Background: an optimization exercise with open tools, aiming at small area. Do not read the settings as production practice.
RTL that was checked went through simulation tests only; none was proved equivalent to the original.
Power figures rest on the tool's default switching activity, not on a simulated workload.

// ALU_ft
module ALU_ft (
    input              clk,
    input              rst,
    input      [31:0]  A,
    input      [31:0]  B,
    input      [2:0]   ALUControl,
    output reg [31:0]  Result,
    output reg         Zero,
    output reg         Carry,
    output reg         OverFlow,
    output             Negative,
    output reg         fault_detected_out
);
clock: 6.0 ns
lec_check: 0
cap_margin: 30
core_margin: 2
core_utilization: 40
slew_margin: 30
synth_hierarchical: 1
run.sh (not shown) runs the stock make flow with config.mk's settings and CLKGATE_MAP_FILE= SYNTH_SCRIPT=/design/flow/synth_recipe.tcl, a recipe that flattens the netlist after the stock synthesis.
The first run finished with timing, DRC and antenna clean.
==> next run, changes <==
==> flow/flow/run.sh (new file) <==
#!/bin/bash
# Own flow: the standard layout (standard.sh, unchanged synthesis), with
# the port buffers that buffer_ports inserts made sky130_fd_sc_hd__buf_1
# instead of the default it picks. Every tool's full output stays in
# orfs/logs/ under this folder; make's output goes to layout.log here.
set -euo pipefail
export BUFFER_PORTS_ARGS="-buffer_cell sky130_fd_sc_hd__buf_1"
bash standard.sh finish > layout.log 2>&1
test -f out/final.def
==> flow/standard.sh (new file) <==
#!/bin/bash
# synth_recipe.tcl (not shown) runs the flow's synth.tcl, then flattens the netlist and writes it again
# the make line also repeats each setting of config.mk as NAME=value (left out here)
make -C /OpenROAD-flow-scripts/flow DESIGN_CONFIG=/design/flow/config.mk WORK_HOME=/design/flow/orfs CLKGATE_MAP_FILE= SYNTH_SCRIPT=/design/flow/synth_recipe.tcl "${@:-finish}"
removed: flow/run.sh
The changed run ran to the end with no violations. Count of clock-buffer cells in the layout falls by 3. Total power fell by 4.7%. Wire length went down by 4.0%. Clock power went up by 22%. Synthesized cell count does not change. Area after synthesis does not change. Global-route usage goes down by 1.4 points. Fmax goes up by 2.7%. Die area is unchanged.

Another version of the RTL of ALU_ft (not shown whole).
Size: about 6000 sq um of cells after synthesis.
Design ALU_ft, start of the top module:
module ALU_ft (
    input              clk,
    input              rst,
    input      [31:0]  A,
    input      [31:0]  B,
    input      [2:0]   ALUControl,
    output reg [31:0]  Result,
    output reg         Zero,
    output reg         Carry,
    output reg         OverFlow,
    output             Negative,
    output reg         fault_detected_out
);
export LEC_CHECK = 0
export CAP_MARGIN = 10
export CORE_MARGIN = 2
export CORE_UTILIZATION = 40
export SLEW_MARGIN = 10
export SYNTH_HIERARCHICAL = 1
create_clock -name core_clock -period 6.0 [get_ports {clk}]
standard.sh (not shown) runs the stock make flow with config.mk's settings and CLKGATE_MAP_FILE= SYNTH_SCRIPT=/design/flow/synth_recipe.tcl, a recipe that flattens the netlist after the stock synthesis.
==> flow/flow/run.sh <==
#!/bin/bash
# Own flow: the standard layout (standard.sh, unchanged synthesis) with
#  - the synthesized netlist's combinational cells set to drive strength 1
#    (flow/downsize.py) before floorplanning; the flow's repair steps size
#    them up again where needed;
#  - port buffers made sky130_fd_sc_hd__buf_1 (BUFFER_PORTS_ARGS);
#  - clock tree synthesis without dummy loads, with clkbuf_4 buffers
#    (CTS_ARGS; the rest as cts.tcl sets them).
# Every tool's full output stays in orfs/logs/ under this folder; make's
# output goes to synth.log and layout.log here, downsize.py's to downsize.log.
set -euo pipefail
export BUFFER_PORTS_ARGS="-buffer_cell sky130_fd_sc_hd__buf_1"
export CTS_ARGS="-repair_clock_nets -buf_list sky130_fd_sc_hd__clkbuf_16 -dont_use_dummy_load"
res=orfs/results/$FLOW_PLATFORM/ALU_ft/base
bash standard.sh synth > synth.log 2>&1
python3 flow/downsize.py $res/1_2_yosys.v $FLOW_HOME/platforms/$FLOW_PLATFORM/lib/sky130_fd_sc_hd__tt_025C_1v80.lib > downsize.log 2>&1
touch $res/1_2_yosys.v $res/1_2_yosys.sdc
rm -f $res/1_synth.odb $res/1_synth.sdc
bash standard.sh finish > layout.log 2>&1
test -f out/final.def
Other scripts of this flow, unchanged in this note and not shown: flow/flow/downsize.py
Change:
--- a/flow/flow/run.sh
+++ b/flow/flow/run.sh
@@ -7,3 +7,5 @@
 #  - clock tree synthesis without dummy loads, with clkbuf_4 buffers
-#    (CTS_ARGS; the rest as cts.tcl sets them).
+#    (CTS_ARGS; the rest as cts.tcl sets them);
+#  - after global routing, repair_timing -recover_power 100 sizes cells on
+#    paths with positive slack back down (RECOVER_POWER).
 # Every tool's full output stays in orfs/logs/ under this folder; make's
@@ -12,3 +14,4 @@
 export BUFFER_PORTS_ARGS="-buffer_cell sky130_fd_sc_hd__buf_1"
-export CTS_ARGS="-repair_clock_nets -buf_list sky130_fd_sc_hd__clkbuf_16 -dont_use_dummy_load"
+export CTS_ARGS="-sink_clustering_enable -repair_clock_nets -buf_list sky130_fd_sc_hd__clkbuf_4 -sink_clustering_size 30 -dont_use_dummy_load"
+export RECOVER_POWER=100
 res=orfs/results/$FLOW_PLATFORM/ALU_ft/base
=> The changed run reached the layout checks and failed them: max-capacitance violations, max-slew violations. Setup slack loses 0.13 ns. Maximum frequency goes down by 2.2%. Wire length goes down by 0.75%. Die area does not change. Synthesized area is unchanged. Via count goes up by 0.81%. Sequential power stays flat.
Change:
--- a/flow/flow/run.sh
+++ b/flow/flow/run.sh
@@ -7,5 +7,3 @@
 #  - clock tree synthesis without dummy loads, with clkbuf_4 buffers
-#    (CTS_ARGS; the rest as cts.tcl sets them);
-#  - after global routing, repair_timing -recover_power 100 sizes cells on
-#    paths with positive slack back down (RECOVER_POWER).
+#    (CTS_ARGS; the rest as cts.tcl sets them).
 # Every tool's full output stays in orfs/logs/ under this folder; make's
@@ -15,3 +13,2 @@
 export CTS_ARGS="-sink_clustering_enable -repair_clock_nets -buf_list sky130_fd_sc_hd__clkbuf_4 -sink_clustering_size 30 -dont_use_dummy_load"
-export RECOVER_POWER=100
 res=orfs/results/$FLOW_PLATFORM/ALU_ft/base
Settings changed: GPL_TIMING_DRIVEN from default to 0.
- The new run went through all stages and came out clean
- wire length shrinks by 3.8%
- hold slack loses 0.0042 ns
- final area grows by 0.51%
- fmax grows by 1.8%
- die area does not change

ALU_ft, a different RTL version from the one above (not shown whole).
Size in the first run: ~740 cells after synthesis, ~6200 um^2 of cells after synthesis.
export LEC_CHECK = 0
export CAP_MARGIN = 30
export CORE_MARGIN = 2
export CORE_UTILIZATION = 40
export CTS_BUF_LIST = sky130_fd_sc_hd__clkbuf_4 sky130_fd_sc_hd__clkbuf_8
export SLEW_MARGIN = 30
export SYNTH_HIERARCHICAL = 1
create_clock -name core_clock -period 6.0 [get_ports {clk}]
==> flow/flow/run.sh <==
#!/bin/bash
# Own flow: the standard layout (standard.sh, unchanged synthesis), with
# the port buffers that buffer_ports inserts made sky130_fd_sc_hd__buf_1
# instead of the default it picks. Every tool's full output stays in
# orfs/logs/ under this folder; make's output goes to layout.log here.
set -euo pipefail
export BUFFER_PORTS_ARGS="-buffer_cell sky130_fd_sc_hd__buf_1"
bash standard.sh finish > layout.log 2>&1
test -f out/final.def
Rerun with:
==> flow/flow/run.sh (replaced) <==
#!/bin/bash
# Own flow: the standard layout (standard.sh, unchanged synthesis) with
#  - port buffers made sky130_fd_sc_hd__buf_1 (BUFFER_PORTS_ARGS);
#  - clock tree synthesis without dummy loads, with clkbuf_4 buffers
#    (CTS_ARGS; the rest as cts.tcl sets them).
# Every tool's full output stays in orfs/logs/ under this folder; make's
# output goes to layout.log here.
set -euo pipefail
export BUFFER_PORTS_ARGS="-buffer_cell sky130_fd_sc_hd__buf_1"
export CTS_ARGS="-sink_clustering_enable -repair_clock_nets -buf_list sky130_fd_sc_hd__clkbuf_4 -sink_clustering_size 30 -dont_use_dummy_load"
bash standard.sh finish > layout.log 2>&1
test -f out/final.def
- CAP_MARGIN: 30 -> 10
- CTS_BUF_LIST: sky130_fd_sc_hd__clkbuf_4 sky130_fd_sc_hd__clkbuf_8 -> default
- SLEW_MARGIN: 30 -> 10
Worst hold slack improved by 0.0035 ns.
Maximum frequency came out higher by 0.74%.
Area after synthesis does not change.
Combinational power is about the same.
Rerun with:
--- a/flow/flow/run.sh
+++ b/flow/flow/run.sh
@@ -2,0 +3,3 @@
+#  - the synthesized netlist's combinational cells set to drive strength 1
+#    (flow/downsize.py) before floorplanning; the flow's repair steps size
+#    them up again where needed;
@@ -7 +10 @@
-# output goes to layout.log here.
+# output goes to synth.log and layout.log here, downsize.py's to downsize.log.
@@ -10,0 +14,5 @@
+res=orfs/results/$FLOW_PLATFORM/ALU_ft/base
+bash standard.sh synth > synth.log 2>&1
+python3 flow/downsize.py $res/1_2_yosys.v $FLOW_HOME/platforms/$FLOW_PLATFORM/lib/sky130_fd_sc_hd__tt_025C_1v80.lib > downsize.log 2>&1
+touch $res/1_2_yosys.v $res/1_2_yosys.sdc
+rm -f $res/1_synth.odb $res/1_synth.sdc
==> flow/flow/downsize.py (new file) <==
#!/usr/bin/env python3
"""Sets every combinational cell of a synthesized netlist to its drive
strength 1 variant (same function and pins), when the platform has one.
Flip-flops, latches, tie cells and other special cells are left alone.
The layout flow's repair steps upsize cells again where timing, slew or
capacitance need it.  Usage: downsize.py NETLIST LIBERTY"""
import re, sys

net, lib = sys.argv[1], sys.argv[2]
cells = set(re.findall(r'^\s*cell\s*\(\s*"?(sky130_fd_sc_hd__\w+?)"?\s*\)', open(lib).read(), re.M))
skip = re.compile(r'sky130_fd_sc_hd__(df|edf|sdf|sedf|dl|conb|tap|fill|decap|diode|probe|lpflow|clk)')
pat = re.compile(r'^(\s*)(sky130_fd_sc_hd__[a-z0-9]+?)_(\d+)(\s)', re.M)
count = {}
def repl(m):
    base, size = m.group(2), m.group(3)
    if skip.match(base + '_') or size == '1' or base + '_1' not in cells:
        return m.group(0)
    key = f'{base}_{size}'
    count[key] = count.get(key, 0) + 1
    return f'{m.group(1)}{base}_1{m.group(4)}'
text = pat.sub(repl, open(net).read())
open(net, 'w').write(text)
for k, v in sorted(count.items()):
    print(f'downsized {v} x {k}')
- final area went down by 2.3%
- critical path depth does not change
- sequential power is about the same
- die area fell by 2.5%
- non-clock buffer count came out lower by 5

Another version of the RTL of ALU_ft (not shown whole).
Size in the first run: roughly 1,400 cells after synthesis, about 71 flip-flops, ~110 I/O pins.
## ALU_ft
module ALU_ft (
    input              clk,
    input              rst,
    input      [31:0]  A,
    input      [31:0]  B,
    input      [2:0]   ALUControl,
    output reg [31:0]  Result,
    output reg         Zero,
    output reg         Carry,
    output reg         OverFlow,
    output             Negative,
    output reg         fault_detected_out
);
    wire [31:0] alu_res;
    wire alu_z, alu_c, alu_v, alu_n;
    ALU u_alu (
        .A(A),
        .B(B),
        .ALUControl(ALUControl),
        .Result(alu_res),
        .Zero(alu_z),
        .Carry(alu_c),
        .OverFlow(alu_v),
        .Negative(alu_n)
    );
    reg        q;
    reg        t2_valid;
    reg        mism;
    reg [31:0] t2;
    wire f    = fault_detected_out;
    wire s3   = q & f;
    wire load = q & (f | ~mism);
    always @(posedge clk or negedge rst) begin
        if (!rst) begin
            q                  <= 1'b0;
            fault_detected_out <= 1'b0;
            t2_valid           <= 1'b0;
            Result             <= 32'b0;
            Zero               <= 1'b0;
            Carry              <= 1'b0;
            OverFlow           <= 1'b0;
        end
        else begin
            q                  <= ~q | (~f & mism);
            fault_detected_out <= q & (f | mism);
            t2_valid           <= 1'b1;
            if (load) begin
                Result   <= alu_res;
                Zero     <= alu_z;
                Carry    <= alu_c;
                OverFlow <= alu_v;
            end
        end
    end
    always @(posedge clk) begin
        mism <= t2_valid ? (t2 != alu_res) : ~alu_z;
  ...
==> flow/config.mk <==
export PLATFORM = sky130hd
export DESIGN_NAME = ALU_ft
export DESIGN_NICKNAME = ALU_ft
export VERILOG_FILES = /design/flow/design.v
export SDC_FILE = /design/flow/constraint.sdc
export NUM_CORES = 4
export LEC_CHECK = 0
export ABC_AREA = 1
export CAP_MARGIN = 30
export CORE_MARGIN = 2
export CORE_UTILIZATION = 40
export GPL_TIMING_DRIVEN = 0
export SLEW_MARGIN = 30
==> flow/constraint.sdc <==
create_clock -name core_clock -period 6.0 [get_ports {clk}]
set_input_delay 1.2000 -clock core_clock [delete_from_list [all_inputs] [get_ports {clk}]]
set_output_delay 1.2000 -clock core_clock [all_outputs]
set_load 0.01 [all_outputs]
run.sh (not shown) runs the stock make flow with config.mk's settings and CLKGATE_MAP_FILE= SYNTH_SCRIPT=/design/flow/synth_recipe.tcl, a recipe that flattens the netlist after the stock synthesis.
Stock flow here: none of the scripts above is used.
==> next run, changes <==
- GPL_TIMING_DRIVEN: 0 -> not set
After rerunning: Final area went up slightly; worst hold slack improves by 33 ps; register-to-register slack gains 60 ps; combinational power hardly moves; clock power decreases by a few percent; wire length shrinks by roughly a tenth.
No run of this note included a check of the RTL's function; only the layout flow was run.

ALU_ft with an RTL version that a note above also has.
Size: ~730 cells after synthesis, roughly 110 I/O pins, roughly 6000 um2 of cells after synthesis.
Settings: LEC_CHECK=0, CAP_MARGIN=10, CORE_MARGIN=2, CORE_UTILIZATION=40, GPL_TIMING_DRIVEN=0, PLACE_DENSITY=0.75, SLEW_MARGIN=10, SYNTH_HIERARCHICAL=1; clock period 6.0 ns.
standard.sh (not shown) runs the stock make flow with config.mk's settings and CLKGATE_MAP_FILE= SYNTH_SCRIPT=/design/flow/synth_recipe.tcl, a recipe that flattens the netlist after the stock synthesis.
==> flow/flow/run.sh <==
#!/bin/bash
# Own flow: the standard layout (standard.sh, unchanged synthesis) with
#  - the synthesized netlist's combinational cells set to drive strength 1
#    (flow/downsize.py) before floorplanning; the flow's repair steps size
#    them up again where needed;
#  - port buffers made sky130_fd_sc_hd__buf_1 (BUFFER_PORTS_ARGS);
#  - clock tree synthesis without dummy loads, with clkbuf_4 buffers
#    (CTS_ARGS; the rest as cts.tcl sets them).
# Every tool's full output stays in orfs/logs/ under this folder; make's
# output goes to synth.log and layout.log here, downsize.py's to downsize.log.
set -euo pipefail
export BUFFER_PORTS_ARGS="-buffer_cell sky130_fd_sc_hd__buf_1"
export CTS_ARGS="-sink_clustering_enable -repair_clock_nets -buf_list sky130_fd_sc_hd__clkbuf_4 -sink_clustering_size 30 -dont_use_dummy_load"
res=orfs/results/$FLOW_PLATFORM/ALU_ft/base
bash standard.sh synth > synth.log 2>&1
python3 flow/downsize.py $res/1_2_yosys.v $FLOW_HOME/platforms/$FLOW_PLATFORM/lib/sky130_fd_sc_hd__tt_025C_1v80.lib > downsize.log 2>&1
touch $res/1_2_yosys.v $res/1_2_yosys.sdc
rm -f $res/1_synth.odb $res/1_synth.sdc
bash standard.sh finish > layout.log 2>&1
test -f out/final.def
Other scripts of this flow, unchanged in this note and not shown: flow/flow/downsize.py
The first run passed the timing, design-rule and antenna checks.
Rerun with:
- GPL_TIMING_DRIVEN: 0 -> not set
- PLACE_DENSITY: 0.75 -> not set
Result:
- The new run finished with timing, DRC and antenna clean
- register-to-register slack gets better by 0.05 ns
- sequential power hardly moves
- final area barely changes
- setup slack improved by 0.081 ns
- maximum frequency went up by 1.4%
- clock skew is higher by 0.0063 ns
Rerun with:
--- a/flow/flow/run.sh
+++ b/flow/flow/run.sh
@@ -11,5 +11,5 @@
 set -euo pipefail
 export BUFFER_PORTS_ARGS="-buffer_cell sky130_fd_sc_hd__buf_1"
-export CTS_ARGS="-sink_clustering_enable -repair_clock_nets -buf_list sky130_fd_sc_hd__clkbuf_4 -sink_clustering_size 30 -dont_use_dummy_load"
+export CTS_ARGS="-sink_clustering_enable -repair_clock_nets -buf_list sky130_fd_sc_hd__clkbuf_8 -sink_clustering_size 40 -sink_clustering_max_diameter 200 -dont_use_dummy_load"
 res=orfs/results/$FLOW_PLATFORM/ALU_ft/base
 bash standard.sh synth > synth.log 2>&1
The new run finished clean.
Hold slack gets worse by 0.0057 ns.
Clock power came out higher by a quarter to a third.
Combinational power barely changes.
Global-route usage is about the same.

ALU_ft, a different RTL version from the one above (not shown whole).
For scale: about 740 cells after synthesis, roughly 6000 um2 of cells after synthesis.
export LEC_CHECK = 0
export CAP_MARGIN = 10
export CORE_MARGIN = 2
export CORE_UTILIZATION = 40
export SLEW_MARGIN = 10
export SYNTH_HIERARCHICAL = 1
create_clock -name core_clock -period 6.0 [get_ports {clk}]
==> flow/flow/run.sh <==
#!/bin/bash
# Own flow: the standard layout (standard.sh, unchanged synthesis) with
#  - the synthesized netlist's combinational cells set to drive strength 1
#    (flow/downsize.py) before floorplanning; the flow's repair steps size
#    them up again where needed;
#  - port buffers made sky130_fd_sc_hd__buf_1 (BUFFER_PORTS_ARGS);
#  - clock tree synthesis without dummy loads, with clkbuf_4 buffers
#    (CTS_ARGS; the rest as cts.tcl sets them).
# Every tool's full output stays in orfs/logs/ under this folder; make's
# output goes to synth.log and layout.log here, downsize.py's to downsize.log.
set -euo pipefail
export BUFFER_PORTS_ARGS="-buffer_cell sky130_fd_sc_hd__buf_1"
export CTS_ARGS="-sink_clustering_enable -repair_clock_nets -buf_list sky130_fd_sc_hd__clkbuf_4 -sink_clustering_size 20 -sink_clustering_max_diameter 60 -dont_use_dummy_load"
res=orfs/results/$FLOW_PLATFORM/ALU_ft/base
bash standard.sh synth > synth.log 2>&1
python3 flow/downsize.py $res/1_2_yosys.v $FLOW_HOME/platforms/$FLOW_PLATFORM/lib/sky130_fd_sc_hd__tt_025C_1v80.lib > downsize.log 2>&1
touch $res/1_2_yosys.v $res/1_2_yosys.sdc
rm -f $res/1_synth.odb $res/1_synth.sdc
bash standard.sh finish > layout.log 2>&1
test -f out/final.def
Other scripts of this flow, unchanged in this note and not shown: flow/flow/downsize.py
Change:
--- a/flow/flow/run.sh
+++ b/flow/flow/run.sh
@@ -13 +13 @@
-export CTS_ARGS="-sink_clustering_enable -repair_clock_nets -buf_list sky130_fd_sc_hd__clkbuf_4 -sink_clustering_size 20 -sink_clustering_max_diameter 60 -dont_use_dummy_load"
+export CTS_ARGS="-sink_clustering_enable -repair_clock_nets -buf_list sky130_fd_sc_hd__clkbuf_4 -sink_clustering_size 30 -dont_use_dummy_load"
GPL_TIMING_DRIVEN = 0   (was default)
Wire length shrinks by a few percent.
Sequential cell count stays the same.
Synthesized cell count stays the same.
Design area drops slightly.
Total power decreases slightly.
Register-to-register slack is about the same.
Count of clock-buffer cells in the layout stays the same.
Utilization drops by 0.15 points.
Cell count shrinks slightly.
Sequential share of layout area hardly moves.
Via count goes down slightly.
Function was not checked in any run of this note: the RTL went through the layout flow alone.

-- re-timing with driven ports --
Ports are ideal in the flow. The routed layouts listed here were re-timed in OpenROAD.
Step 1 sets driving cells, clkbuf_16 on the clock port and buf_2 on the other inputs (assumed; they add their load-dependent delay and slew).
Step 2 times the ports against the registers' clock, not the clock port: input delays grow and output delays shrink by t, the midpoint of the rising clock arrivals with the driver on.
Three values: ideal, step 1, step 2; two values: the first two.
run	shift t [ns]	slack for setup (ns)	worst setup path at the end	clock arrival spread, ns	worst register clock-pin slew, ns
the first run of note 1	0.357	0.317 / 0.327 / -0.030	input to register	0.006 / 0.006	0.06 / 0.06
the second run of note 1	0.353	0.468 / 0.476 / 0.123	input to register	0.008 / 0.009	0.06 / 0.06
the first run of note 2	0.356	0.418 / 0.431 / 0.075	input to register	0.012 / 0.012	0.05 / 0.05
the second run of note 2	0.423	0.292 / 0.298 / -0.125	input to register	0.031 / 0.030	0.11 / 0.11
the third run of note 2	0.422	0.393 / 0.368 / -0.054	input to register	0.028 / 0.028	0.11 / 0.11
the first run of note 3	0.364	0.637 / 0.635 / 0.271	input to register	0.012 / 0.013	0.08 / 0.08
the second run of note 3	0.416	0.677 / 0.680 / 0.264	input to register	0.028 / 0.028	0.11 / 0.11
the third run of note 3	0.426	0.650 / 0.653 / 0.227	input to register	0.016 / 0.016	0.10 / 0.10
the first run of note 4	0.374	0.157 / 0.135 / -0.239	input to register	0.012 / 0.012	0.06 / 0.06
the second run of note 4	0.377	0.396 / 0.411 / 0.034	input to register	0.011 / 0.011	0.06 / 0.06
the first run of note 5	0.415	0.310 / 0.289 / -0.126	input to register	0.020 / 0.020	0.10 / 0.10
the second run of note 5	0.422	0.391 / 0.397 / -0.025	input to register	0.031 / 0.030	0.11 / 0.11
the third run of note 5	0.365	0.315 / 0.324 / -0.041	input to register	0.018 / 0.018	0.07 / 0.07
the first run of note 6	0.426	0.587 / 0.589 / 0.162	input to register	0.037 / 0.037	0.12 / 0.12
the second run of note 6	0.421	0.323 / 0.300 / -0.122	input to register	0.033 / 0.033	0.12 / 0.12
For the third run of note 2, which loses most, drivers alone change the setup slack by -0.025 ns; drivers and shift together by -0.447 ns.
